This is an optimization exercise on Yosys and OpenROAD, whose aim is small area and a short achievable clock period, not a production implementation.
No run shown here included a check of the RTL's function; only the layout flow was run.
No activity file was given, so power comes from the tool's default toggle rates.

## flow/design.v (module list and top-level ports; edited modules follow where they fit)
// module FP16_mcl: 1050 lines
module FP16_mcl(
    input [15:0] data1,
    input [15:0] data2,
    input rst,
    input input_valid,
    input clk,
    output reg [15:0] datanew,
    output reg output_update
    );
  // ...
==> flow/flow/run.sh <==
#!/bin/bash
# The standard layout, with the port buffers made from the smallest buffer cell.
bash standard.sh 'BUFFER_PORTS_ARGS=-buffer_cell sky130_fd_sc_hd__buf_1' finish > standard.log 2>&1
==> flow/standard.sh <==
#!/bin/bash
# synth_recipe.tcl (not shown) runs the flow's synth.tcl, then flattens the netlist and writes it again
# the make line also repeats each setting of config.mk as NAME=value (left out here)
make -C /OpenROAD-flow-scripts/flow DESIGN_CONFIG=/design/flow/config.mk WORK_HOME=/design/flow/orfs CLKGATE_MAP_FILE= SYNTH_SCRIPT=/design/flow/synth_recipe.tcl "${@:-finish}"
==> flow/config.mk <==
export PLATFORM = sky130hd
export DESIGN_NAME = FP16_mcl
export DESIGN_NICKNAME = FP16_mcl
export VERILOG_FILES = /design/flow/design.v
export SDC_FILE = /design/flow/constraint.sdc
export NUM_CORES = 4
export LEC_CHECK = 0
export ABC_AREA = 1
export CAP_MARGIN = 20
export CORE_MARGIN = 2
export CORE_UTILIZATION = 60
export CTS_BUF_LIST = sky130_fd_sc_hd__clkbuf_4 sky130_fd_sc_hd__clkbuf_8
export SETUP_SLACK_MARGIN = 2.95
export SLEW_MARGIN = 20
==> flow/constraint.sdc <==
create_clock -name core_clock -period 5.5 [get_ports {clk}]
set_input_delay 1.1000 -clock core_clock [delete_from_list [all_inputs] [get_ports {clk}]]
set_output_delay 1.1000 -clock core_clock [all_outputs]
set_load 0.01 [all_outputs]
==> metrics.md, run 1 <==
| Metric | Value |
|---|---|
| Worst Skew | `12.6 ps` |
| Largest family of logic cells by synthesized area | `adder cells` |
| Die width | `roughly 110 um` |
| Post-DR vias/cell | `about 5.4` |
| Status | `timing/DRC/antenna clean` |
| Final Hold Fails | `0` |
| Drt first-iter violations | `~430` |
| Multi-In Gates | `577` |
| Std-Cell Rows | `38` |
| R2R Setup Slk | `2830 ps` |
| Post-Layout Cell Count | `1,030` |
| Most common cell after layout, fill and taps aside | `nand2_1` |
| Post-synthesis area per instance | `8.20 um^2` |
| CTS HTree Levels | `3` |
| Critical path type | `reg2reg` |
| CORE AREA | `10,900 um^2` |
| Net Sw Power | `0.00200 W` |
| Biggest register | `datanew` |
| Clock share of power | `10.5%` |
| Cells after Synth | `823` |
| Die area | `12,100 um^2` |
| Slew margin rel. | `61.7%` |
| Max Freq | `375 MHz` |
| Biggest registers after layout | `datanew x16, vld x2` |
| Synth area leaders | `dfxtp_1 (30%), fa_1 (14%), ha_1 (9.6%), nand2_1 (9.2%), xor2_1 (8.2%)` |
| CTS resizes | `68` |
| Biggest fanout along the worst timing path | `8` |
==> run 2, diff against run 1 <==
--- a/flow/design.v
+++ b/flow/design.v
@@ -71,20 +71,16 @@
     wire P26;
     wire P3;
     wire P4;
     wire P5;
     wire P6;
     wire P7;
     wire P8;
     wire P9;
-    wire all_k0;
-    wire all_k1;
-    wire any_k0;
-    wire any_k1;
     wire bm5_0;
     wire bm5_1;
     wire bm5_10;
     wire bm5_11;
     wire bm5_2;
     wire bm5_3;
     wire bm5_4;
     wire bm5_5;
@@ -148,24 +144,22 @@
     wire bp4_3;
     wire bp4_4;
     wire bp4_5;
     wire bp4_6;
     wire bp4_7;
     wire bp4_8;
     wire bp4_9;
     wire c10_k1;
+    wire c11_k0;
+    wire c11_k1;
     wire c12_0_k0;
     wire c12_0_k1;
     wire c12_1_k0;
     wire c12_1_k1;
-    wire ex1_k0;
-    wire ex1_k1;
-    wire ex2_k0;
-    wire ex2_k1;
     wire fc_1_10_2;
     wire fc_1_10_3;
     wire fc_1_11_4;
     wire fc_1_11_5;
     wire fc_1_12_6;
     wire fc_1_12_7;
     wire fc_1_13_8;
     wire fc_1_13_9;
@@ -302,18 +296,16 @@
     wire hs_1_6_0;
     wire hs_1_7_1;
     wire hs_1_8_2;
     wire hs_1_9_3;
     wire hs_2_4_4;
     wire hs_2_5_5;
     wire hs_3_2_6;
     wire hs_3_3_7;
-    wire k1_k0;
-    wire k1_k1;
     wire l10_k0;
     wire l10_k1;
     wire l9_k0;
     wire l9_k1;
     wire n_bm5_11_c21;
     wire n_bm5_2_c12;
     wire n_bm5_2_c13;
     wire n_bm5_5_c15;
@@ -382,16 +374,18 @@
     wire q1_14;
     wire q1_15;
     wire q1_16;
     wire q1_17;
     wire q1_18;
     wire q1_19;
     wire q1_20;
     wire q1_c12;
+    wire r0_k0;
+    wire r0_k1;
     wire sg0;
     wire two0;
     wire two1;
     wire two2;
     wire two3;
     wire two4;
     wire ug12;
     wire ug13;
@@ -435,75 +429,144 @@
     reg two2_r1;
     reg one3_r1;
     reg neg3_r1;
     reg two3_r1;
     reg one4_r1;
     reg neg4_r1;
     reg two4_r1;
     reg data2_9_r1;
+    reg bp0_2_r2;
+    reg bp1_0_r2;
+    reg bp0_3_r2;
+    reg bp1_1_r2;
+    reg hs_2_4_4_r2;
+    reg bp2_0_r2;
+    reg neg2_r2;
+    reg hs_2_5_5_r2;
+    reg bp2_1_r2;
+    reg hc_2_4_4_r2;
+    reg fs_2_6_14_r2;
+    reg neg3_r2;
+    reg hc_2_5_5_r2;
+    reg fs_2_7_15_r2;
+    reg hc_1_6_0_r2;
+    reg fc_2_6_14_r2;
+    reg fs_2_8_16_r2;
+    reg hc_1_7_1_r2;
+    reg fc_2_7_15_r2;
+    reg fs_2_9_17_r2;
+    reg hc_1_8_2_r2;
+    reg fc_2_8_16_r2;
+    reg fs_2_10_18_r2;
+    reg hc_1_9_3_r2;
+    reg fc_2_9_17_r2;
+    reg fs_2_11_19_r2;
+    reg fc_1_10_3_r2;
+    reg fc_2_10_18_r2;
+    reg fs_2_12_20_r2;
+    reg fc_1_11_5_r2;
+    reg fc_2_11_19_r2;
+    reg fs_2_13_21_r2;
+    reg fc_1_12_7_r2;
+    reg fc_2_12_20_r2;
+    reg fs_2_14_22_r2;
+    reg fc_1_13_9_r2;
+    reg fc_2_13_21_r2;
+    reg fs_2_15_23_r2;
+    reg fc_1_14_11_r2;
+    reg fc_2_14_22_r2;
+    reg fs_2_16_24_r2;
+    reg fc_1_15_12_r2;
+    reg fc_2_15_23_r2;
+    reg fs_2_17_25_r2;
+    reg fc_1_16_13_r2;
+    reg fc_2_16_24_r2;
+    reg fs_2_18_26_r2;
+    reg bm5_7_r2;
+    reg fc_2_17_25_r2;
+    reg bp4_11_r2;
+    reg n_bm5_9_c19_r2;
+    reg fc_2_18_26_r2;
+    reg nneg4_r2;
+    reg bm5_10_r2;
+    reg bm5_9_r2;
     reg bp0_0_r2;
     reg neg0_r2;
-    reg hs_3_2_6_r2;
     reg neg1_r2;
-    reg hs_3_3_7_r2;
-    reg hc_3_2_6_r2;
-    reg fs_3_4_27_r2;
-    reg hc_3_3_7_r2;
-    reg fs_3_5_28_r2;
-    reg fc_3_4_27_r2;
-    reg fs_3_6_29_r2;
-    reg fc_3_5_28_r2;
-    reg fs_3_7_30_r2;
-    reg fc_3_6_29_r2;
-    reg fs_3_8_31_r2;
-    reg fc_3_7_30_r2;
-    reg fs_3_9_32_r2;
-    reg fc_3_8_31_r2;
-    reg fs_3_10_33_r2;
-    reg fc_3_9_32_r2;
-    reg fs_3_11_34_r2;
-    reg fc_3_10_33_r2;
-    reg fs_3_12_35_r2;
-    reg fc_3_11_34_r2;
-    reg fs_3_13_36_r2;
-    reg fc_3_12_35_r2;
-    reg fs_3_14_37_r2;
-    reg fc_3_13_36_r2;
-    reg fs_3_15_38_r2;
-    reg fc_3_14_37_r2;
-    reg fs_3_16_39_r2;
-    reg fc_3_15_38_r2;
-    reg fs_3_17_40_r2;
-    reg fc_3_16_39_r2;
-    reg fs_3_18_41_r2;
-    reg fc_3_17_40_r2;
-    reg fs_3_19_42_r2;
-    reg fc_3_18_41_r2;
-    reg fs_3_20_43_r2;
-    reg fc_3_19_42_r2;
     reg n_bm5_11_c21_r2;
-    reg fc_3_20_43_r2;
     reg bp0_1_r2;
+    reg g4_r3;
+    reg p4_r3;
+    reg G6_r3;
+    reg P6_r3;
+    reg G3_r3;
+    reg P3_r3;
+    reg G7_r3;
+    reg P7_r3;
+    reg G8_r3;
+    reg P8_r3;
+    reg g8_r3;
+    reg p8_r3;
+    reg ug16_r3;
+    reg up16_r3;
+    reg G19_r3;
+    reg P19_r3;
+    reg G16_r3;
+    reg P16_r3;
+    reg G20_r3;
+    reg P20_r3;
+    reg G21_r3;
+    reg P21_r3;
+    reg ug20_r3;
+    reg up20_r3;
+    reg p9_r3;
+    reg p10_r3;
+    reg g9_r3;
+    reg g10_r3;
+    reg hrs11_r3;
+    reg fs_3_9_32_r3;
+    reg fc_3_8_31_r3;
+    reg up12_r3;
+    reg ug12_r3;
+    reg up13_r3;
+    reg G14_r3;
+    reg P14_r3;
+    reg up14_r3;
+    reg G18_r3;
+    reg P18_r3;
+    reg up15_r3;
+    reg up17_r3;
+    reg up18_r3;
+    reg up19_r3;
+    reg up21_r3;
     reg z9_0_r1;
     reg z9_0_r2;
+    reg z9_0_r3;
     reg es0_5_r1;
     reg es0_5_r2;
+    reg es0_5_r3;
     reg es0_4_r1;
     reg es0_4_r2;
+    reg es0_4_r3;
     reg es0_3_r1;
     reg es0_3_r2;
+    reg es0_3_r3;
     reg es0_2_r1;
     reg es0_2_r2;
+    reg es0_2_r3;
     reg es0_1_r1;
     reg es0_1_r2;
+    reg es0_1_r3;
     reg es0_0_r1;
     reg es0_0_r2;
+    reg es0_0_r3;
     reg sg0_r1;
     reg sg0_r2;
+    reg sg0_r3;
     wire inf0 = (&data1[14:10]) | (&data2[14:10]);
     wire zero0 = ~(|data1[14:0]) | ~(|data2[14:0]);
     wire [5:0] esum0 = data1[14:10] + data2[14:10];
     wire [5:0] es0 = inf0 ? 6'd63 : zero0 ? 6'd0 : esum0;
     assign sg0 = data1[15] ^ data2[15];
     wire [10:0] t1, t2;
     assign t1[0] = 1'b1;
     assign t1[1] = ~(|data1[0:0]);
@@ -687,143 +750,143 @@
     assign fs_2_15_23 = fs_1_15_12 ^ n_bm5_5_c15 ^ fc_1_14_10;
     assign fc_2_15_23 = (fs_1_15_12 & n_bm5_5_c15) | (fs_1_15_12 & fc_1_14_10) | (n_bm5_5_c15 & fc_1_14_10);
     assign fs_2_16_24 = fs_1_16_13 ^ bm5_6 ^ bm5_5;
     assign fc_2_16_24 = (fs_1_16_13 & bm5_6) | (fs_1_16_13 & bm5_5) | (bm5_6 & bm5_5);
     assign fs_2_17_25 = bp3_11 ^ bp4_9 ^ n_bm5_7_c17;
     assign fc_2_17_25 = (bp3_11 & bp4_9) | (bp3_11 & n_bm5_7_c17) | (bp4_9 & n_bm5_7_c17);
     assign fs_2_18_26 = nneg3 ^ bp4_10 ^ bm5_8;
     assign fc_2_18_26 = (nneg3 & bp4_10) | (nneg3 & bm5_8) | (bp4_10 & bm5_8);
-    assign hs_3_2_6 = bp0_2 ^ bp1_0;
-    assign hc_3_2_6 = bp0_2 & bp1_0;
-    assign hs_3_3_7 = bp0_3 ^ bp1_1;
-    assign hc_3_3_7 = bp0_3 & bp1_1;
-    assign fs_3_4_27 = hs_2_4_4 ^ bp2_0 ^ neg2_r1;
-    assign fc_3_4_27 = (hs_2_4_4 & bp2_0) | (hs_2_4_4 & neg2_r1) | (bp2_0 & neg2_r1);
-    assign fs_3_5_28 = hs_2_5_5 ^ bp2_1 ^ hc_2_4_4;
-    assign fc_3_5_28 = (hs_2_5_5 & bp2_1) | (hs_2_5_5 & hc_2_4_4) | (bp2_1 & hc_2_4_4);
-    assign fs_3_6_29 = fs_2_6_14 ^ neg3_r1 ^ hc_2_5_5;
-    assign fc_3_6_29 = (fs_2_6_14 & neg3_r1) | (fs_2_6_14 & hc_2_5_5) | (neg3_r1 & hc_2_5_5);
-    assign fs_3_7_30 = fs_2_7_15 ^ hc_1_6_0 ^ fc_2_6_14;
-    assign fc_3_7_30 = (fs_2_7_15 & hc_1_6_0) | (fs_2_7_15 & fc_2_6_14) | (hc_1_6_0 & fc_2_6_14);
-    assign fs_3_8_31 = fs_2_8_16 ^ hc_1_7_1 ^ fc_2_7_15;
-    assign fc_3_8_31 = (fs_2_8_16 & hc_1_7_1) | (fs_2_8_16 & fc_2_7_15) | (hc_1_7_1 & fc_2_7_15);
-    assign fs_3_9_32 = fs_2_9_17 ^ hc_1_8_2 ^ fc_2_8_16;
-    assign fc_3_9_32 = (fs_2_9_17 & hc_1_8_2) | (fs_2_9_17 & fc_2_8_16) | (hc_1_8_2 & fc_2_8_16);
-    assign fs_3_10_33 = fs_2_10_18 ^ hc_1_9_3 ^ fc_2_9_17;
-    assign fc_3_10_33 = (fs_2_10_18 & hc_1_9_3) | (fs_2_10_18 & fc_2_9_17) | (hc_1_9_3 & fc_2_9_17);
-    assign fs_3_11_34 = fs_2_11_19 ^ fc_1_10_3 ^ fc_2_10_18;
-    assign fc_3_11_34 = (fs_2_11_19 & fc_1_10_3) | (fs_2_11_19 & fc_2_10_18) | (fc_1_10_3 & fc_2_10_18);
-    assign fs_3_12_35 = fs_2_12_20 ^ fc_1_11_5 ^ fc_2_11_19;
-    assign fc_3_12_35 = (fs_2_12_20 & fc_1_11_5) | (fs_2_12_20 & fc_2_11_19) | (fc_1_11_5 & fc_2_11_19);
-    assign fs_3_13_36 = fs_2_13_21 ^ fc_1_12_7 ^ fc_2_12_20;
-    assign fc_3_13_36 = (fs_2_13_21 & fc_1_12_7) | (fs_2_13_21 & fc_2_12_20) | (fc_1_12_7 & fc_2_12_20);
-    assign fs_3_14_37 = fs_2_14_22 ^ fc_1_13_9 ^ fc_2_13_21;
-    assign fc_3_14_37 = (fs_2_14_22 & fc_1_13_9) | (fs_2_14_22 & fc_2_13_21) | (fc_1_13_9 & fc_2_13_21);
-    assign fs_3_15_38 = fs_2_15_23 ^ fc_1_14_11 ^ fc_2_14_22;
-    assign fc_3_15_38 = (fs_2_15_23 & fc_1_14_11) | (fs_2_15_23 & fc_2_14_22) | (fc_1_14_11 & fc_2_14_22);
-    assign fs_3_16_39 = fs_2_16_24 ^ fc_1_15_12 ^ fc_2_15_23;
-    assign fc_3_16_39 = (fs_2_16_24 & fc_1_15_12) | (fs_2_16_24 & fc_2_15_23) | (fc_1_15_12 & fc_2_15_23);
-    assign fs_3_17_40 = fs_2_17_25 ^ fc_1_16_13 ^ fc_2_16_24;
-    assign fc_3_17_40 = (fs_2_17_25 & fc_1_16_13) | (fs_2_17_25 & fc_2_16_24) | (fc_1_16_13 & fc_2_16_24);
-    assign fs_3_18_41 = fs_2_18_26 ^ bm5_7 ^ fc_2_17_25;
-    assign fc_3_18_41 = (fs_2_18_26 & bm5_7) | (fs_2_18_26 & fc_2_17_25) | (bm5_7 & fc_2_17_25);
-    assign fs_3_19_42 = bp4_11 ^ n_bm5_9_c19 ^ fc_2_18_26;
-    assign fc_3_19_42 = (bp4_11 & n_bm5_9_c19) | (bp4_11 & fc_2_18_26) | (n_bm5_9_c19 & fc_2_18_26);
-    assign fs_3_20_43 = nneg4 ^ bm5_10 ^ bm5_9;
-    assign fc_3_20_43 = (nneg4 & bm5_10) | (nneg4 & bm5_9) | (bm5_10 & bm5_9);
+    assign hs_3_2_6 = bp0_2_r2 ^ bp1_0_r2;
+    assign hc_3_2_6 = bp0_2_r2 & bp1_0_r2;
+    assign hs_3_3_7 = bp0_3_r2 ^ bp1_1_r2;
+    assign hc_3_3_7 = bp0_3_r2 & bp1_1_r2;
+    assign fs_3_4_27 = hs_2_4_4_r2 ^ bp2_0_r2 ^ neg2_r2;
+    assign fc_3_4_27 = (hs_2_4_4_r2 & bp2_0_r2) | (hs_2_4_4_r2 & neg2_r2) | (bp2_0_r2 & neg2_r2);
+    assign fs_3_5_28 = hs_2_5_5_r2 ^ bp2_1_r2 ^ hc_2_4_4_r2;
+    assign fc_3_5_28 = (hs_2_5_5_r2 & bp2_1_r2) | (hs_2_5_5_r2 & hc_2_4_4_r2) | (bp2_1_r2 & hc_2_4_4_r2);
+    assign fs_3_6_29 = fs_2_6_14_r2 ^ neg3_r2 ^ hc_2_5_5_r2;
+    assign fc_3_6_29 = (fs_2_6_14_r2 & neg3_r2) | (fs_2_6_14_r2 & hc_2_5_5_r2) | (neg3_r2 & hc_2_5_5_r2);
+    assign fs_3_7_30 = fs_2_7_15_r2 ^ hc_1_6_0_r2 ^ fc_2_6_14_r2;
+    assign fc_3_7_30 = (fs_2_7_15_r2 & hc_1_6_0_r2) | (fs_2_7_15_r2 & fc_2_6_14_r2) | (hc_1_6_0_r2 & fc_2_6_14_r2);
+    assign fs_3_8_31 = fs_2_8_16_r2 ^ hc_1_7_1_r2 ^ fc_2_7_15_r2;
+    assign fc_3_8_31 = (fs_2_8_16_r2 & hc_1_7_1_r2) | (fs_2_8_16_r2 & fc_2_7_15_r2) | (hc_1_7_1_r2 & fc_2_7_15_r2);
+    assign fs_3_9_32 = fs_2_9_17_r2 ^ hc_1_8_2_r2 ^ fc_2_8_16_r2;
+    assign fc_3_9_32 = (fs_2_9_17_r2 & hc_1_8_2_r2) | (fs_2_9_17_r2 & fc_2_8_16_r2) | (hc_1_8_2_r2 & fc_2_8_16_r2);
+    assign fs_3_10_33 = fs_2_10_18_r2 ^ hc_1_9_3_r2 ^ fc_2_9_17_r2;
+    assign fc_3_10_33 = (fs_2_10_18_r2 & hc_1_9_3_r2) | (fs_2_10_18_r2 & fc_2_9_17_r2) | (hc_1_9_3_r2 & fc_2_9_17_r2);
+    assign fs_3_11_34 = fs_2_11_19_r2 ^ fc_1_10_3_r2 ^ fc_2_10_18_r2;
+    assign fc_3_11_34 = (fs_2_11_19_r2 & fc_1_10_3_r2) | (fs_2_11_19_r2 & fc_2_10_18_r2) | (fc_1_10_3_r2 & fc_2_10_18_r2);
+    assign fs_3_12_35 = fs_2_12_20_r2 ^ fc_1_11_5_r2 ^ fc_2_11_19_r2;
+    assign fc_3_12_35 = (fs_2_12_20_r2 & fc_1_11_5_r2) | (fs_2_12_20_r2 & fc_2_11_19_r2) | (fc_1_11_5_r2 & fc_2_11_19_r2);
+    assign fs_3_13_36 = fs_2_13_21_r2 ^ fc_1_12_7_r2 ^ fc_2_12_20_r2;
+    assign fc_3_13_36 = (fs_2_13_21_r2 & fc_1_12_7_r2) | (fs_2_13_21_r2 & fc_2_12_20_r2) | (fc_1_12_7_r2 & fc_2_12_20_r2);
+    assign fs_3_14_37 = fs_2_14_22_r2 ^ fc_1_13_9_r2 ^ fc_2_13_21_r2;
+    assign fc_3_14_37 = (fs_2_14_22_r2 & fc_1_13_9_r2) | (fs_2_14_22_r2 & fc_2_13_21_r2) | (fc_1_13_9_r2 & fc_2_13_21_r2);
+    assign fs_3_15_38 = fs_2_15_23_r2 ^ fc_1_14_11_r2 ^ fc_2_14_22_r2;
+    assign fc_3_15_38 = (fs_2_15_23_r2 & fc_1_14_11_r2) | (fs_2_15_23_r2 & fc_2_14_22_r2) | (fc_1_14_11_r2 & fc_2_14_22_r2);
+    assign fs_3_16_39 = fs_2_16_24_r2 ^ fc_1_15_12_r2 ^ fc_2_15_23_r2;
+    assign fc_3_16_39 = (fs_2_16_24_r2 & fc_1_15_12_r2) | (fs_2_16_24_r2 & fc_2_15_23_r2) | (fc_1_15_12_r2 & fc_2_15_23_r2);
+    assign fs_3_17_40 = fs_2_17_25_r2 ^ fc_1_16_13_r2 ^ fc_2_16_24_r2;
+    assign fc_3_17_40 = (fs_2_17_25_r2 & fc_1_16_13_r2) | (fs_2_17_25_r2 & fc_2_16_24_r2) | (fc_1_16_13_r2 & fc_2_16_24_r2);
+    assign fs_3_18_41 = fs_2_18_26_r2 ^ bm5_7_r2 ^ fc_2_17_25_r2;
+    assign fc_3_18_41 = (fs_2_18_26_r2 & bm5_7_r2) | (fs_2_18_26_r2 & fc_2_17_25_r2) | (bm5_7_r2 & fc_2_17_25_r2);
+    assign fs_3_19_42 = bp4_11_r2 ^ n_bm5_9_c19_r2 ^ fc_2_18_26_r2;
+    assign fc_3_19_42 = (bp4_11_r2 & n_bm5_9_c19_r2) | (bp4_11_r2 & fc_2_18_26_r2) | (n_bm5_9_c19_r2 & fc_2_18_26_r2);
+    assign fs_3_20_43 = nneg4_r2 ^ bm5_10_r2 ^ bm5_9_r2;
+    assign fc_3_20_43 = (nneg4_r2 & bm5_10_r2) | (nneg4_r2 & bm5_9_r2) | (bm5_10_r2 & bm5_9_r2);
     assign g0 = bp0_0_r2 & neg0_r2;
     assign p0 = bp0_0_r2 ^ neg0_r2;
-    assign g2 = hs_3_2_6_r2 & neg1_r2;
-    assign p2 = hs_3_2_6_r2 ^ neg1_r2;
-    assign g3 = hs_3_3_7_r2 & hc_3_2_6_r2;
-    assign p3 = hs_3_3_7_r2 ^ hc_3_2_6_r2;
-    assign g4 = fs_3_4_27_r2 & hc_3_3_7_r2;
-    assign p4 = fs_3_4_27_r2 ^ hc_3_3_7_r2;
-    assign g5 = fs_3_5_28_r2 & fc_3_4_27_r2;
-    assign p5 = fs_3_5_28_r2 ^ fc_3_4_27_r2;
-    assign g6 = fs_3_6_29_r2 & fc_3_5_28_r2;
-    assign p6 = fs_3_6_29_r2 ^ fc_3_5_28_r2;
-    assign g7 = fs_3_7_30_r2 & fc_3_6_29_r2;
-    assign p7 = fs_3_7_30_r2 ^ fc_3_6_29_r2;
-    assign g8 = fs_3_8_31_r2 & fc_3_7_30_r2;
-    assign p8 = fs_3_8_31_r2 ^ fc_3_7_30_r2;
-    assign g9 = fs_3_9_32_r2 & fc_3_8_31_r2;
-    assign p9 = fs_3_9_32_r2 ^ fc_3_8_31_r2;
-    assign g10 = fs_3_10_33_r2 & fc_3_9_32_r2;
-    assign p10 = fs_3_10_33_r2 ^ fc_3_9_32_r2;
-    assign g11 = fs_3_11_34_r2 & fc_3_10_33_r2;
-    assign p11 = fs_3_11_34_r2 ^ fc_3_10_33_r2;
-    assign g12 = fs_3_12_35_r2 & fc_3_11_34_r2;
-    assign p12 = fs_3_12_35_r2 ^ fc_3_11_34_r2;
-    assign g13 = fs_3_13_36_r2 & fc_3_12_35_r2;
-    assign p13 = fs_3_13_36_r2 ^ fc_3_12_35_r2;
-    assign g14 = fs_3_14_37_r2 & fc_3_13_36_r2;
-    assign p14 = fs_3_14_37_r2 ^ fc_3_13_36_r2;
-    assign g15 = fs_3_15_38_r2 & fc_3_14_37_r2;
-    assign p15 = fs_3_15_38_r2 ^ fc_3_14_37_r2;
-    assign g16 = fs_3_16_39_r2 & fc_3_15_38_r2;
-    assign p16 = fs_3_16_39_r2 ^ fc_3_15_38_r2;
-    assign g17 = fs_3_17_40_r2 & fc_3_16_39_r2;
-    assign p17 = fs_3_17_40_r2 ^ fc_3_16_39_r2;
-    assign g18 = fs_3_18_41_r2 & fc_3_17_40_r2;
-    assign p18 = fs_3_18_41_r2 ^ fc_3_17_40_r2;
-    assign g19 = fs_3_19_42_r2 & fc_3_18_41_r2;
-    assign p19 = fs_3_19_42_r2 ^ fc_3_18_41_r2;
-    assign g20 = fs_3_20_43_r2 & fc_3_19_42_r2;
-    assign p20 = fs_3_20_43_r2 ^ fc_3_19_42_r2;
-    assign g21 = n_bm5_11_c21_r2 & fc_3_20_43_r2;
-    assign p21 = n_bm5_11_c21_r2 ^ fc_3_20_43_r2;
+    assign g2 = hs_3_2_6 & neg1_r2;
+    assign p2 = hs_3_2_6 ^ neg1_r2;
+    assign g3 = hs_3_3_7 & hc_3_2_6;
+    assign p3 = hs_3_3_7 ^ hc_3_2_6;
+    assign g4 = fs_3_4_27 & hc_3_3_7;
+    assign p4 = fs_3_4_27 ^ hc_3_3_7;
+    assign g5 = fs_3_5_28 & fc_3_4_27;
+    assign p5 = fs_3_5_28 ^ fc_3_4_27;
+    assign g6 = fs_3_6_29 & fc_3_5_28;
+    assign p6 = fs_3_6_29 ^ fc_3_5_28;
+    assign g7 = fs_3_7_30 & fc_3_6_29;
+    assign p7 = fs_3_7_30 ^ fc_3_6_29;
+    assign g8 = fs_3_8_31 & fc_3_7_30;
+    assign p8 = fs_3_8_31 ^ fc_3_7_30;
+    assign g9 = fs_3_9_32 & fc_3_8_31;
+    assign p9 = fs_3_9_32 ^ fc_3_8_31;
+    assign g10 = fs_3_10_33 & fc_3_9_32;
+    assign p10 = fs_3_10_33 ^ fc_3_9_32;
+    assign g11 = fs_3_11_34 & fc_3_10_33;
+    assign p11 = fs_3_11_34 ^ fc_3_10_33;
+    assign g12 = fs_3_12_35 & fc_3_11_34;
+    assign p12 = fs_3_12_35 ^ fc_3_11_34;
+    assign g13 = fs_3_13_36 & fc_3_12_35;
+    assign p13 = fs_3_13_36 ^ fc_3_12_35;
+    assign g14 = fs_3_14_37 & fc_3_13_36;
+    assign p14 = fs_3_14_37 ^ fc_3_13_36;
+    assign g15 = fs_3_15_38 & fc_3_14_37;
+    assign p15 = fs_3_15_38 ^ fc_3_14_37;
+    assign g16 = fs_3_16_39 & fc_3_15_38;
+    assign p16 = fs_3_16_39 ^ fc_3_15_38;
+    assign g17 = fs_3_17_40 & fc_3_16_39;
+    assign p17 = fs_3_17_40 ^ fc_3_16_39;
+    assign g18 = fs_3_18_41 & fc_3_17_40;
+    assign p18 = fs_3_18_41 ^ fc_3_17_40;
+    assign g19 = fs_3_19_42 & fc_3_18_41;
+    assign p19 = fs_3_19_42 ^ fc_3_18_41;
+    assign g20 = fs_3_20_43 & fc_3_19_42;
+    assign p20 = fs_3_20_43 ^ fc_3_19_42;
+    assign g21 = n_bm5_11_c21_r2 & fc_3_20_43;
+    assign p21 = n_bm5_11_c21_r2 ^ fc_3_20_43;
     assign G1 = bp0_1_r2 & g0;
     assign P1 = bp0_1_r2 & p0;
     assign G2 = g3 | (p3 & g2);
     assign P2 = p3 & p2;
     assign G3 = g5 | (p5 & g4);
     assign P3 = p5 & p4;
     assign G4 = g7 | (p7 & g6);
     assign P4 = p7 & p6;
     assign G5 = g2 | (p2 & G1);
     assign P5 = p2 & P1;
     assign G6 = G2 | (P2 & G1);
     assign P6 = P2 & P1;
     assign G7 = g6 | (p6 & G3);
     assign P7 = p6 & P3;
     assign G8 = G4 | (P4 & G3);
     assign P8 = P4 & P3;
-    assign G9 = g4 | (p4 & G6);
-    assign P9 = p4 & P6;
-    assign G10 = G3 | (P3 & G6);
-    assign P10 = P3 & P6;
-    assign G11 = G7 | (P7 & G6);
-    assign P11 = P7 & P6;
-    assign G12 = G8 | (P8 & G6);
-    assign P12 = P8 & P6;
-    assign G13 = g8 | (p8 & G12);
-    assign P13 = p8 & P12;
-    assign hrs11 = fs_3_11_34_r2 ^ fc_3_10_33_r2;
-    assign hrc12 = fs_3_11_34_r2 & fc_3_10_33_r2;
-    assign hrs12 = fs_3_12_35_r2 ^ fc_3_11_34_r2;
-    assign hrc13 = fs_3_12_35_r2 & fc_3_11_34_r2;
-    assign hrs13 = fs_3_13_36_r2 ^ fc_3_12_35_r2;
-    assign hrc14 = fs_3_13_36_r2 & fc_3_12_35_r2;
-    assign hrs14 = fs_3_14_37_r2 ^ fc_3_13_36_r2;
-    assign hrc15 = fs_3_14_37_r2 & fc_3_13_36_r2;
-    assign hrs15 = fs_3_15_38_r2 ^ fc_3_14_37_r2;
-    assign hrc16 = fs_3_15_38_r2 & fc_3_14_37_r2;
-    assign hrs16 = fs_3_16_39_r2 ^ fc_3_15_38_r2;
-    assign hrc17 = fs_3_16_39_r2 & fc_3_15_38_r2;
-    assign hrs17 = fs_3_17_40_r2 ^ fc_3_16_39_r2;
-    assign hrc18 = fs_3_17_40_r2 & fc_3_16_39_r2;
-    assign hrs18 = fs_3_18_41_r2 ^ fc_3_17_40_r2;
-    assign hrc19 = fs_3_18_41_r2 & fc_3_17_40_r2;
-    assign hrs19 = fs_3_19_42_r2 ^ fc_3_18_41_r2;
-    assign hrc20 = fs_3_19_42_r2 & fc_3_18_41_r2;
-    assign hrs20 = fs_3_20_43_r2 ^ fc_3_19_42_r2;
-    assign hrc21 = fs_3_20_43_r2 & fc_3_19_42_r2;
-    assign hrs21 = n_bm5_11_c21_r2 ^ fc_3_20_43_r2;
+    assign G9 = g4_r3 | (p4_r3 & G6_r3);
+    assign P9 = p4_r3 & P6_r3;
+    assign G10 = G3_r3 | (P3_r3 & G6_r3);
+    assign P10 = P3_r3 & P6_r3;
+    assign G11 = G7_r3 | (P7_r3 & G6_r3);
+    assign P11 = P7_r3 & P6_r3;
+    assign G12 = G8_r3 | (P8_r3 & G6_r3);
+    assign P12 = P8_r3 & P6_r3;
+    assign G13 = g8_r3 | (p8_r3 & G12);
+    assign P13 = p8_r3 & P12;
+    assign hrs11 = fs_3_11_34 ^ fc_3_10_33;
+    assign hrc12 = fs_3_11_34 & fc_3_10_33;
+    assign hrs12 = fs_3_12_35 ^ fc_3_11_34;
+    assign hrc13 = fs_3_12_35 & fc_3_11_34;
+    assign hrs13 = fs_3_13_36 ^ fc_3_12_35;
+    assign hrc14 = fs_3_13_36 & fc_3_12_35;
+    assign hrs14 = fs_3_14_37 ^ fc_3_13_36;
+    assign hrc15 = fs_3_14_37 & fc_3_13_36;
+    assign hrs15 = fs_3_15_38 ^ fc_3_14_37;
+    assign hrc16 = fs_3_15_38 & fc_3_14_37;
+    assign hrs16 = fs_3_16_39 ^ fc_3_15_38;
+    assign hrc17 = fs_3_16_39 & fc_3_15_38;
+    assign hrs17 = fs_3_17_40 ^ fc_3_16_39;
+    assign hrc18 = fs_3_17_40 & fc_3_16_39;
+    assign hrs18 = fs_3_18_41 ^ fc_3_17_40;
+    assign hrc19 = fs_3_18_41 & fc_3_17_40;
+    assign hrs19 = fs_3_19_42 ^ fc_3_18_41;
+    assign hrc20 = fs_3_19_42 & fc_3_18_41;
+    assign hrs20 = fs_3_20_43 ^ fc_3_19_42;
+    assign hrc21 = fs_3_20_43 & fc_3_19_42;
+    assign hrs21 = n_bm5_11_c21_r2 ^ fc_3_20_43;
     assign ug12 = hrs12 & hrc12;
     assign up12 = hrs12 ^ hrc12;
     assign ug13 = hrs13 & hrc13;
     assign up13 = hrs13 ^ hrc13;
     assign ug14 = hrs14 & hrc14;
     assign up14 = hrs14 ^ hrc14;
     assign ug15 = hrs15 & hrc15;
     assign up15 = hrs15 ^ hrc15;
@@ -850,119 +913,113 @@
     assign G18 = ug14 | (up14 & G14);
     assign P18 = up14 & P14;
     assign G19 = G15 | (P15 & G14);
     assign P19 = P15 & P14;
     assign G20 = ug18 | (up18 & G16);
     assign P20 = up18 & P16;
     assign G21 = G17 | (P17 & G16);
     assign P21 = P17 & P16;
-    assign G22 = ug16 | (up16 & G19);
-    assign P22 = up16 & P19;
-    assign G23 = G16 | (P16 & G19);
-    assign P23 = P16 & P19;
-    assign G24 = G20 | (P20 & G19);
-    assign P24 = P20 & P19;
-    assign G25 = G21 | (P21 & G19);
-    assign P25 = P21 & P19;
-    assign G26 = ug20 | (up20 & G25);
-    assign P26 = up20 & P25;
-    assign l9_k0 = p9;
-    assign all_k0 = fs_3_10_33_r2 & fc_3_9_32_r2 & g9;
-    assign any_k0 = fs_3_10_33_r2 | fc_3_9_32_r2 | g9;
-    assign ex2_k0 = (fs_3_10_33_r2 & fc_3_9_32_r2 & ~g9) | (fs_3_10_33_r2 & ~fc_3_9_32_r2 & g9) | (~fs_3_10_33_r2 & fc_3_9_32_r2 & g9);
-    assign ex1_k0 = (fs_3_10_33_r2 & ~fc_3_9_32_r2 & ~g9) | (~fs_3_10_33_r2 & fc_3_9_32_r2 & ~g9) | (~fs_3_10_33_r2 & ~fc_3_9_32_r2 & g9);
-    assign l10_k0 = ex1_k0 | all_k0;
-    assign c12_1_k0 = all_k0 | (hrs11 & any_k0);
-    assign q11_1_k0 = hrs11 ^ (any_k0 & ~all_k0);
-    assign k1_k0 = ex2_k0 | (all_k0 & ~l9_k0) | (ex1_k0 & l9_k0);
-    assign c12_0_k0 = (all_k0 & l9_k0) | (k1_k0 & hrs11);
-    assign q11_0_k0 = hrs11 ^ k1_k0;
+    assign G22 = ug16_r3 | (up16_r3 & G19_r3);
+    assign P22 = up16_r3 & P19_r3;
+    assign G23 = G16_r3 | (P16_r3 & G19_r3);
+    assign P23 = P16_r3 & P19_r3;
+    assign G24 = G20_r3 | (P20_r3 & G19_r3);
+    assign P24 = P20_r3 & P19_r3;
+    assign G25 = G21_r3 | (P21_r3 & G19_r3);
+    assign P25 = P21_r3 & P19_r3;
+    assign G26 = ug20_r3 | (up20_r3 & G25);
+    assign P26 = up20_r3 & P25;
+    assign l9_k0 = p9_r3;
+    assign l10_k0 = p10_r3 ^ g9_r3;
+    assign c11_k0 = g10_r3 | (p10_r3 & g9_r3);
+    assign r0_k0 = l10_k0 & l9_k0;
+    assign c12_0_k0 = (hrs11_r3 & c11_k0) | (hrs11_r3 & r0_k0) | (c11_k0 & r0_k0);
+    assign q11_0_k0 = hrs11_r3 ^ c11_k0 ^ r0_k0;
+    assign c12_1_k0 = (hrs11_r3 & c11_k0) | (hrs11_r3 & l10_k0) | (c11_k0 & l10_k0);
+    assign q11_1_k0 = hrs11_r3 ^ c11_k0 ^ l10_k0;
     assign q10_k0 = l10_k0 ^ l9_k0;
-    assign l9_k1 = ~p9;
-    assign c10_k1 = fs_3_9_32_r2 | fc_3_8_31_r2;
-    assign all_k1 = fs_3_10_33_r2 & fc_3_9_32_r2 & c10_k1;
-    assign any_k1 = fs_3_10_33_r2 | fc_3_9_32_r2 | c10_k1;
-    assign ex2_k1 = (fs_3_10_33_r2 & fc_3_9_32_r2 & ~c10_k1) | (fs_3_10_33_r2 & ~fc_3_9_32_r2 & c10_k1) | (~fs_3_10_33_r2 & fc_3_9_32_r2 & c10_k1);
-    assign ex1_k1 = (fs_3_10_33_r2 & ~fc_3_9_32_r2 & ~c10_k1) | (~fs_3_10_33_r2 & fc_3_9_32_r2 & ~c10_k1) | (~fs_3_10_33_r2 & ~fc_3_9_32_r2 & c10_k1);
-    assign l10_k1 = ex1_k1 | all_k1;
-    assign c12_1_k1 = all_k1 | (hrs11 & any_k1);
-    assign q11_1_k1 = hrs11 ^ (any_k1 & ~all_k1);
-    assign k1_k1 = ex2_k1 | (all_k1 & ~l9_k1) | (ex1_k1 & l9_k1);
-    assign c12_0_k1 = (all_k1 & l9_k1) | (k1_k1 & hrs11);
-    assign q11_0_k1 = hrs11 ^ k1_k1;
+    assign l9_k1 = ~p9_r3;
+    assign c10_k1 = fs_3_9_32_r3 | fc_3_8_31_r3;
+    assign l10_k1 = p10_r3 ^ c10_k1;
+    assign c11_k1 = g10_r3 | (p10_r3 & c10_k1);
+    assign r0_k1 = l10_k1 & l9_k1;
+    assign c12_0_k1 = (hrs11_r3 & c11_k1) | (hrs11_r3 & r0_k1) | (c11_k1 & r0_k1);
+    assign q11_0_k1 = hrs11_r3 ^ c11_k1 ^ r0_k1;
+    assign c12_1_k1 = (hrs11_r3 & c11_k1) | (hrs11_r3 & l10_k1) | (c11_k1 & l10_k1);
+    assign q11_1_k1 = hrs11_r3 ^ c11_k1 ^ l10_k1;
     assign q10_k1 = l10_k1 ^ l9_k1;
     assign pl9 = G13 ? l9_k1 : l9_k0;
     assign pl10 = G13 ? l10_k1 : l10_k0;
     assign q0_10 = G13 ? q10_k1 : q10_k0;
     assign q0_c12 = G13 ? c12_0_k1 : c12_0_k0;
     assign q0_11 = G13 ? q11_0_k1 : q11_0_k0;
-    assign q0_12 = up12 ^ q0_c12;
-    assign G27 = ug12 | (up12 & q0_c12);
-    assign q0_13 = up13 ^ G27;
-    assign G28 = G14 | (P14 & q0_c12);
-    assign q0_14 = up14 ^ G28;
-    assign G29 = G18 | (P18 & q0_c12);
-    assign q0_15 = up15 ^ G29;
-    assign G30 = G19 | (P19 & q0_c12);
-    assign q0_16 = up16 ^ G30;
+    assign q0_12 = up12_r3 ^ q0_c12;
+    assign G27 = ug12_r3 | (up12_r3 & q0_c12);
+    assign q0_13 = up13_r3 ^ G27;
+    assign G28 = G14_r3 | (P14_r3 & q0_c12);
+    assign q0_14 = up14_r3 ^ G28;
+    assign G29 = G18_r3 | (P18_r3 & q0_c12);
+    assign q0_15 = up15_r3 ^ G29;
+    assign G30 = G19_r3 | (P19_r3 & q0_c12);
+    assign q0_16 = up16_r3 ^ G30;
     assign G31 = G22 | (P22 & q0_c12);
-    assign q0_17 = up17 ^ G31;
+    assign q0_17 = up17_r3 ^ G31;
     assign G32 = G23 | (P23 & q0_c12);
-    assign q0_18 = up18 ^ G32;
+    assign q0_18 = up18_r3 ^ G32;
     assign G33 = G24 | (P24 & q0_c12);
-    assign q0_19 = up19 ^ G33;
+    assign q0_19 = up19_r3 ^ G33;
     assign G34 = G25 | (P25 & q0_c12);
-    assign q0_20 = up20 ^ G34;
+    assign q0_20 = up20_r3 ^ G34;
     assign G35 = G26 | (P26 & q0_c12);
-    assign q0_21 = up21 ^ G35;
+    assign q0_21 = up21_r3 ^ G35;
     assign q1_c12 = G13 ? c12_1_k1 : c12_1_k0;
     assign q1_11 = G13 ? q11_1_k1 : q11_1_k0;
-    assign q1_12 = up12 ^ q1_c12;
-    assign G36 = ug12 | (up12 & q1_c12);
-    assign q1_13 = up13 ^ G36;
-    assign G37 = G14 | (P14 & q1_c12);
-    assign q1_14 = up14 ^ G37;
-    assign G38 = G18 | (P18 & q1_c12);
-    assign q1_15 = up15 ^ G38;
-    assign G39 = G19 | (P19 & q1_c12);
-    assign q1_16 = up16 ^ G39;
+    assign q1_12 = up12_r3 ^ q1_c12;
+    assign G36 = ug12_r3 | (up12_r3 & q1_c12);
+    assign q1_13 = up13_r3 ^ G36;
+    assign G37 = G14_r3 | (P14_r3 & q1_c12);
+    assign q1_14 = up14_r3 ^ G37;
+    assign G38 = G18_r3 | (P18_r3 & q1_c12);
+    assign q1_15 = up15_r3 ^ G38;
+    assign G39 = G19_r3 | (P19_r3 & q1_c12);
+    assign q1_16 = up16_r3 ^ G39;
     assign G40 = G22 | (P22 & q1_c12);
-    assign q1_17 = up17 ^ G40;
+    assign q1_17 = up17_r3 ^ G40;
     assign G41 = G23 | (P23 & q1_c12);
-    assign q1_18 = up18 ^ G41;
+    assign q1_18 = up18_r3 ^ G41;
     assign G42 = G24 | (P24 & q1_c12);
-    assign q1_19 = up19 ^ G42;
+    assign q1_19 = up19_r3 ^ G42;
     assign G43 = G25 | (P25 & q1_c12);
-    assign q1_20 = up20 ^ G43;
-    wire z9 = z9_0_r2;
+    assign q1_20 = up20_r3 ^ G43;
+    wire z9 = z9_0_r3;
     wire k = q0_21;
     wire tie0 = pl9 & z9;
     wire tie1 = pl10 & ~pl9 & z9;
     wire [9:0] frac1 = {q1_20, q1_19, q1_18, q1_17, q1_16, q1_15, q1_14, q1_13, q1_12, q1_11 & ~tie1};
     wire [9:0] frac0 = {q0_19, q0_18, q0_17, q0_16, q0_15, q0_14, q0_13, q0_12, q0_11, q0_10 & ~tie0};
-    wire [5:0] esr = {es0_5_r2, es0_4_r2, es0_3_r2, es0_2_r2, es0_1_r2, es0_0_r2};
+    wire [5:0] esr = {es0_5_r3, es0_4_r3, es0_3_r3, es0_2_r3, es0_1_r3, es0_0_r3};
     wire sat1 = esr >= 6'd45;
     wire sat0 = esr >= 6'd46;
     wire flz1 = esr <= 6'd14;
     wire flz0 = esr <= 6'd15;
     wire [4:0] eo1 = esr[4:0] + 5'd18;
     wire [4:0] eo0 = esr[4:0] + 5'd17;
-    wire sg = sg0_r2;
+    wire sg = sg0_r3;
     wire [15:0] res1 = sat1 ? {sg, 15'h7fff} : flz1 ? 16'h0000 : {sg, eo1, frac1};
     wire [15:0] res0 = sat0 ? {sg, 15'h7fff} : flz0 ? 16'h0000 : {sg, eo0, frac0};
     wire [15:0] res = k ? res1 : res0;
-    reg [1:0] vld;
+    reg [2:0] vld;
     always @(posedge clk or posedge rst)
         if (rst) begin
-            vld <= 2'd0;
+            vld <= 3'd0;
             output_update <= 1'b0;
         end else begin
-            vld <= {vld[0:0], input_valid};
-            output_update <= vld[1];
+            vld <= {vld[1:0], input_valid};
+            output_update <= vld[2];
         end
     always @(posedge clk) begin
         one0_r1 <= one0;
         data1_0_r1 <= data1[0];
         neg0_r1 <= neg0;
         data1_1_r1 <= data1[1];
         two0_r1 <= two0;
         data1_2_r1 <= data1[2];
@@ -981,70 +1038,139 @@
         two2_r1 <= two2;
         one3_r1 <= one3;
         neg3_r1 <= neg3;
         two3_r1 <= two3;
         one4_r1 <= one4;
         neg4_r1 <= neg4;
         two4_r1 <= two4;
         data2_9_r1 <= data2[9];
+        bp0_2_r2 <= bp0_2;
+        bp1_0_r2 <= bp1_0;
+        bp0_3_r2 <= bp0_3;
+        bp1_1_r2 <= bp1_1;
+        hs_2_4_4_r2 <= hs_2_4_4;
+        bp2_0_r2 <= bp2_0;
+        neg2_r2 <= neg2_r1;
+        hs_2_5_5_r2 <= hs_2_5_5;
+        bp2_1_r2 <= bp2_1;
+        hc_2_4_4_r2 <= hc_2_4_4;
+        fs_2_6_14_r2 <= fs_2_6_14;
+        neg3_r2 <= neg3_r1;
+        hc_2_5_5_r2 <= hc_2_5_5;
+        fs_2_7_15_r2 <= fs_2_7_15;
+        hc_1_6_0_r2 <= hc_1_6_0;
+        fc_2_6_14_r2 <= fc_2_6_14;
+        fs_2_8_16_r2 <= fs_2_8_16;
+        hc_1_7_1_r2 <= hc_1_7_1;
+        fc_2_7_15_r2 <= fc_2_7_15;
+        fs_2_9_17_r2 <= fs_2_9_17;
+        hc_1_8_2_r2 <= hc_1_8_2;
+        fc_2_8_16_r2 <= fc_2_8_16;
+        fs_2_10_18_r2 <= fs_2_10_18;
+        hc_1_9_3_r2 <= hc_1_9_3;
+        fc_2_9_17_r2 <= fc_2_9_17;
+        fs_2_11_19_r2 <= fs_2_11_19;
+        fc_1_10_3_r2 <= fc_1_10_3;
+        fc_2_10_18_r2 <= fc_2_10_18;
+        fs_2_12_20_r2 <= fs_2_12_20;
+        fc_1_11_5_r2 <= fc_1_11_5;
+        fc_2_11_19_r2 <= fc_2_11_19;
+        fs_2_13_21_r2 <= fs_2_13_21;
+        fc_1_12_7_r2 <= fc_1_12_7;
+        fc_2_12_20_r2 <= fc_2_12_20;
+        fs_2_14_22_r2 <= fs_2_14_22;
+        fc_1_13_9_r2 <= fc_1_13_9;
+        fc_2_13_21_r2 <= fc_2_13_21;
+        fs_2_15_23_r2 <= fs_2_15_23;
+        fc_1_14_11_r2 <= fc_1_14_11;
+        fc_2_14_22_r2 <= fc_2_14_22;
+        fs_2_16_24_r2 <= fs_2_16_24;
+        fc_1_15_12_r2 <= fc_1_15_12;
+        fc_2_15_23_r2 <= fc_2_15_23;
+        fs_2_17_25_r2 <= fs_2_17_25;
+        fc_1_16_13_r2 <= fc_1_16_13;
+        fc_2_16_24_r2 <= fc_2_16_24;
+        fs_2_18_26_r2 <= fs_2_18_26;
+        bm5_7_r2 <= bm5_7;
+        fc_2_17_25_r2 <= fc_2_17_25;
+        bp4_11_r2 <= bp4_11;
+        n_bm5_9_c19_r2 <= n_bm5_9_c19;
+        fc_2_18_26_r2 <= fc_2_18_26;
+        nneg4_r2 <= nneg4;
+        bm5_10_r2 <= bm5_10;
+        bm5_9_r2 <= bm5_9;
         bp0_0_r2 <= bp0_0;
         neg0_r2 <= neg0_r1;
-        hs_3_2_6_r2 <= hs_3_2_6;
         neg1_r2 <= neg1_r1;
-        hs_3_3_7_r2 <= hs_3_3_7;
-        hc_3_2_6_r2 <= hc_3_2_6;
-        fs_3_4_27_r2 <= fs_3_4_27;
-        hc_3_3_7_r2 <= hc_3_3_7;
-        fs_3_5_28_r2 <= fs_3_5_28;
-        fc_3_4_27_r2 <= fc_3_4_27;
-        fs_3_6_29_r2 <= fs_3_6_29;
-        fc_3_5_28_r2 <= fc_3_5_28;
-        fs_3_7_30_r2 <= fs_3_7_30;
-        fc_3_6_29_r2 <= fc_3_6_29;
-        fs_3_8_31_r2 <= fs_3_8_31;
-        fc_3_7_30_r2 <= fc_3_7_30;
-        fs_3_9_32_r2 <= fs_3_9_32;
-        fc_3_8_31_r2 <= fc_3_8_31;
-        fs_3_10_33_r2 <= fs_3_10_33;
-        fc_3_9_32_r2 <= fc_3_9_32;
-        fs_3_11_34_r2 <= fs_3_11_34;
-        fc_3_10_33_r2 <= fc_3_10_33;
-        fs_3_12_35_r2 <= fs_3_12_35;
-        fc_3_11_34_r2 <= fc_3_11_34;
-        fs_3_13_36_r2 <= fs_3_13_36;
-        fc_3_12_35_r2 <= fc_3_12_35;
-        fs_3_14_37_r2 <= fs_3_14_37;
-        fc_3_13_36_r2 <= fc_3_13_36;
-        fs_3_15_38_r2 <= fs_3_15_38;
-        fc_3_14_37_r2 <= fc_3_14_37;
-        fs_3_16_39_r2 <= fs_3_16_39;
-        fc_3_15_38_r2 <= fc_3_15_38;
-        fs_3_17_40_r2 <= fs_3_17_40;
-        fc_3_16_39_r2 <= fc_3_16_39;
-        fs_3_18_41_r2 <= fs_3_18_41;
-        fc_3_17_40_r2 <= fc_3_17_40;
-        fs_3_19_42_r2 <= fs_3_19_42;
-        fc_3_18_41_r2 <= fc_3_18_41;
-        fs_3_20_43_r2 <= fs_3_20_43;
-        fc_3_19_42_r2 <= fc_3_19_42;
         n_bm5_11_c21_r2 <= n_bm5_11_c21;
-        fc_3_20_43_r2 <= fc_3_20_43;
         bp0_1_r2 <= bp0_1;
+        g4_r3 <= g4;
+        p4_r3 <= p4;
+        G6_r3 <= G6;
+        P6_r3 <= P6;
+        G3_r3 <= G3;
+        P3_r3 <= P3;
+        G7_r3 <= G7;
+        P7_r3 <= P7;
+        G8_r3 <= G8;
+        P8_r3 <= P8;
+        g8_r3 <= g8;
+        p8_r3 <= p8;
+        ug16_r3 <= ug16;
+        up16_r3 <= up16;
+        G19_r3 <= G19;
+        P19_r3 <= P19;
+        G16_r3 <= G16;
+        P16_r3 <= P16;
+        G20_r3 <= G20;
+        P20_r3 <= P20;
+        G21_r3 <= G21;
+        P21_r3 <= P21;
+        ug20_r3 <= ug20;
+        up20_r3 <= up20;
+        p9_r3 <= p9;
+        p10_r3 <= p10;
+        g9_r3 <= g9;
+        g10_r3 <= g10;
+        hrs11_r3 <= hrs11;
+        fs_3_9_32_r3 <= fs_3_9_32;
+        fc_3_8_31_r3 <= fc_3_8_31;
+        up12_r3 <= up12;
+        ug12_r3 <= ug12;
+        up13_r3 <= up13;
+        G14_r3 <= G14;
+        P14_r3 <= P14;
+        up14_r3 <= up14;
+        G18_r3 <= G18;
+        P18_r3 <= P18;
+        up15_r3 <= up15;
+        up17_r3 <= up17;
+        up18_r3 <= up18;
+        up19_r3 <= up19;
+        up21_r3 <= up21;
         z9_0_r1 <= z9_0;
         z9_0_r2 <= z9_0_r1;
+        z9_0_r3 <= z9_0_r2;
         es0_5_r1 <= es0[5];
         es0_5_r2 <= es0_5_r1;
+        es0_5_r3 <= es0_5_r2;
         es0_4_r1 <= es0[4];
         es0_4_r2 <= es0_4_r1;
+        es0_4_r3 <= es0_4_r2;
         es0_3_r1 <= es0[3];
         es0_3_r2 <= es0_3_r1;
+        es0_3_r3 <= es0_3_r2;
         es0_2_r1 <= es0[2];
         es0_2_r2 <= es0_2_r1;
+        es0_2_r3 <= es0_2_r2;
         es0_1_r1 <= es0[1];
         es0_1_r2 <= es0_1_r1;
+        es0_1_r3 <= es0_1_r2;
         es0_0_r1 <= es0[0];
         es0_0_r2 <= es0_0_r1;
+        es0_0_r3 <= es0_0_r2;
         sg0_r1 <= sg0;
         sg0_r2 <= sg0_r1;
+        sg0_r3 <= sg0_r2;
         datanew <= res;
     end
 endmodule
==> flow/config.mk (replaced) <==
export PLATFORM = sky130hd
export DESIGN_NAME = FP16_mcl
export DESIGN_NICKNAME = FP16_mcl
export VERILOG_FILES = /design/flow/design.v
export SDC_FILE = /design/flow/constraint.sdc
export NUM_CORES = 4
export LEC_CHECK = 0
export ABC_CLOCK_PERIOD_IN_PS = 2400
export CAP_MARGIN = 20
export CORE_MARGIN = 2
export CORE_UTILIZATION = 60
export CTS_BUF_LIST = sky130_fd_sc_hd__clkbuf_4 sky130_fd_sc_hd__clkbuf_8
export SETUP_SLACK_MARGIN = 2.9
export SLEW_MARGIN = 20
==> run 2 against run 1 <==
Area after synthesis grew 16%. Sequential power increased by 67%. Total power up 22%. Non-clock buffer count is 4 higher. Critical endpoint is now datanew[15]. Synthesized cell count shrank 16%. Critical path depth is 5 higher. Routed wire length is 3.1% lower. Core utilization fell by 1.1 points. Die area grew 15%. Largest cell class unchanged. Setup slack improved by 140 ps. Still clean on timing, DRC and antenna.
==> metrics.md, run 2 <==
| Metric | Value |
|---|---|
| Most common cell in the netlist | `dfxtp_1` |
| Seq/Total Area, Yosys | `43.1%` |
| HP Class | `reg2reg` |
| Largest net degree at the start of global routing | `17` |
| Async SR Flop Fraction | `2.40%` |
| Antenna violation net count after detailed routing | `0` |
| CP required | `5880 ps` |
| Max Slew Vio Count | `0` |
| Post-DP HPWL | `10,700 um` |
| Post-layout util | `69.9%` |
| Layout cells sized above 1 | `10.6%` |
| Post-synthesis net count | `826` |
| Initial antenna violation count | `0` |
| Root Buffer | `clkbuf_8` |
| Post-synth top area share | `41.8%` |
| Drt first pass iters | `5` |
| Antenna diode count | `0` |
| Dominant cell type by area after synthesis | `dfxtp_1` |
| Sink Count | `167` |
| Fin Setup TNS | `0 ps` |
| Post-layout minimum cycle time | `2530 ps` |
| Cell Area, Placed | `8060 um^2` |
| Clock Path Buffers | `2` |
| Vias in the first global route | `5,058` |
| RSZ-0062 raised after global routing | `yes` |
| Post-Layout Cell Count | `928 (-9.9%)` |
| Cts bufs inserted | `17` |
| Most frequent cells after synthesis | `dfxtp_1 (163), xnor2_1 (80), ha_1 (56), fa_1 (47), a22oi_1 (45)` |
| Cells after Synth | `688 (-16%)` |
| Number of synthesis warnings | `1` |
| Commonest non-fill, non-tap cells in the layout | `dfxtp_1 (161), xnor2_1 (80), ha_1 (53)` |
| Max VDD drop | `0.221 mV` |
| CP Data Arrival Time | `2910 ps` |
| Skew-Pair Late Insertion Delay | `450 ps` |
| Final Hold Fails | `0 (unchanged)` |
| Wire per inst | `15.8 um` |
| Number of synthesized flops with an enable pin | `0` |
| Std-Cell Rows | `41 (+7.9%)` |
| Synth unique cells | `55` |
| Biggest registers after layout | `datanew x16, vld x3` |
| Die width | `118 um (+7.3%)` |
| Final non-filler cell area | `8850 um^2` |
| # nets final | `about 900` |
| Startpoint types | `register` |
| Drt first-iter violations | `246 (-43%)` |
| Final WL | `14,700 um` |
| Worst Skew | `11.8 ps (-0.795 ps)` |
| TritonCTS clock tree | `built` |
| Seq. cell area | `approximately 3400 um^2` |
| Post-synthesis area per instance | `11.3 um^2 (+38%)` |
| Ports | `52` |
| Initial core utilization | `between 60% and 70%` |
| Critical Path End Type | `register` |
| Inst Count DP | `877` |
| Worst-path clk slew | `90 ps` |
| Post-route DRC violation count | `0` |
| Max Freq | `395 MHz (+5.4%)` |
| Leakage power | `3.72 nW` |
| Setup ws final | `between 2000 and 3000 ps` |
| Period utilization | `46.1%` |
| Max Cap Violations | `0` |
| Synth Flop Type | `dfxtp_1` |
| Max FFs per register | `16` |
| Via count | `4,983` |
| Final setup viols | `0` |
| Critical path type | `reg2reg` |
| Post-synthesis instance area | `~8000 um^2` |
| # fillers | `983` |
| Die H | `between 100 and 150 um` |
| Biggest fanout along the worst timing path | `6 (-2)` |
| CORE AREA | `12,700 um^2 (+16%)` |
| Number of synthesized register bits | `167` |
| Post-DR vias/cell | `5.37 (-0.24%)` |
| GPL Wtd Cong | `0.860` |
| GRT Overall Usage | `22.1%` |
| Worst-margin pin slew | `~660 ps` |
| Global route total overflow | `0` |
| First-pass GRT wire length | `24,400 um` |
| Multi-input logic area | `4280 um^2` |
| Synth area leaders | `dfxtp_1 (42%), fa_1 (12%), ha_1 (9.0%), xnor2_1 (9.0%), a22oi_1 (4.3%)` |
| Die area | `13,900 um^2 (+15%)` |
| Slew margin rel. | `55.3% (-6.4 points)` |
| Number of buffers added on ports | `51` |
| Status | `timing/DRC/antenna clean` |
| Area delta synth->final | `13.4%` |
| CTS HTree Levels | `4 (+1)` |
| Pre-CTS WS | `2380 ps` |
| Biggest register | `datanew` |
| PD cells | `575 nW/um^2` |
| Most common cell after layout, fill and taps aside | `dfxtp_1` |
-- run 2: changes by cell type in the layout (fill, tap and decap cells not counted), sizes merged, moves of 10 or more --
cell and delta:
dfxtp +62, o22ai -44, nand2 -165, a21o +16
nand3 -39, mux2i +14, xnor2 +75, inv -74
nor2b +10, clkinv -10, xor2 -55, a22oi +44
nor2 -36
-- run 2: cell type report --
| class | count | share of cell area, % |
|---|---|---|
| multi-input combinational | 451 | 48.3 |
| sequential | 167 | 38.0 |
| timing repair buffer | 70 | 4.59 |
| clock buffer | 19 | 2.88 |
| tap | 172 | 2.43 |
| clock inverter | 13 | 2.22 |
| inverter | 36 | 1.53 |
-- run 2: per-layer routing --
layer | vias up | routed length, um | track usage, % | part of all wire [%]
li1 | 2474 | - | - | -
met1 | 2364 | 6470 | 26.6 | 44
met2 | 116 | 7260 | 38.2 | 49
met3 | 29 | 594 | 5.18 | 4.0
met4 | 0 | 374 | 8.43 | 2.5
met5 | - | 0 | 0 | 0
-- run 2: timing repair --
item	4_1_cts	5_1_grt
setup endpoints to repair	16	16
hold buffers	0	0
pin swaps	6	3
resized for setup	16	10
setup buffers	9	8
cloned	2	0
-- run 2: power by group --
group,internal (W),switching [W],leakage [nW]
Sequential,0.00158,0.000238,1.42
Clock,0.000518,0.000439,0.214
Combinational,0.00119,0.00112,2.09
Total,0.00329,0.00180,3.72
-- run 2: path summary, 6_finish.rpt --
kind | from | endpoint | slack (ps) | cells past startpoint
setup / recovery | fs_3_9_32_r3 | datanew[15] | 2970 | 13
hold / removal | es0_4_r2 | es0_4_r3 | 320 | 0
setup reg to reg | fs_3_9_32_r3 | datanew[15] | 2970 | 13
hold reg to reg | es0_4_r2 | es0_4_r3 | 320 | 0
max in group asynchronous | rst | output_update | 4880 | 2
min in group asynchronous | rst | vld[0] | 480 | 2
-- run 2: metrics by stage --
| stage | hold WS, ps | power (W) |
|---|---|---|
| final | 324 | 0.00509 |
| after global routing | 334 | 0.00551 |
| after CTS | 327 | 0.00498 |
| after detailed placement | 312 | 0.00370 |
| after global placement | 310 | 0.00367 |
| after floorplan | 310 | 0.00328 |
-- run 2: cells by family after synthesis --
family | Yosys count | synth area share (%)
flops | 167 | 43.1
compound gates | 156 | 13.7
fa+ha+maj | 103 | 21.0
xor+xnor | 88 | 9.87
simple gates | 83 | 5.88
buf+inv | 71 | 3.75
mux | 20 | 2.66
-- run 2: worst max-delay path: stages (launching register included) --
cell      delay, ps
dfxtp_1         300
or2_4           250
ha_4            160
or2_4           250
ha_4            150
o21ba_4         230
nand3_4         110
a211oi_4        240
buf_6           150
a311oi_4         40
buf_4           170
buf_12          130
nand2b_4        140
a21boi_1        150

## separate check: timing with driven ports
Ports are ideal in the flow. The routed layouts listed here were re-timed in OpenROAD.
Step 1 (the two cells are an assumption about what drives the block):
set clk [get_ports {clk}]
set_driving_cell -lib_cell sky130_fd_sc_hd__clkbuf_16 $clk
set_driving_cell -lib_cell sky130_fd_sc_hd__buf_2 [delete_from_list [all_inputs] $clk]
Step 2 adds t to the input delays and takes it off the output delays; t is the mean of the earliest and latest rising clock arrival at the registers after step 1. Input paths then give back, and output paths get back, about the clock's delay inside the block.
Three values: no drivers, after step 1, after step 2; two values: the first two.
run | t, ns | setup WS [ns] | hold WS [ns] | cell pins on the clock port's net
run 1 | 0.416 | 2.830 / 2.830 / 2.830 | 0.336 / 0.336 / 0.336 | 1
run 2 | 0.480 | 2.967 / 2.967 / 2.722 | 0.324 / 0.324 / 0.324 | 1
After both steps every run listed still meets setup and hold. For run 2, which loses most, drivers alone change the setup slack by 0.000 ns; drivers and shift together by -0.245 ns.
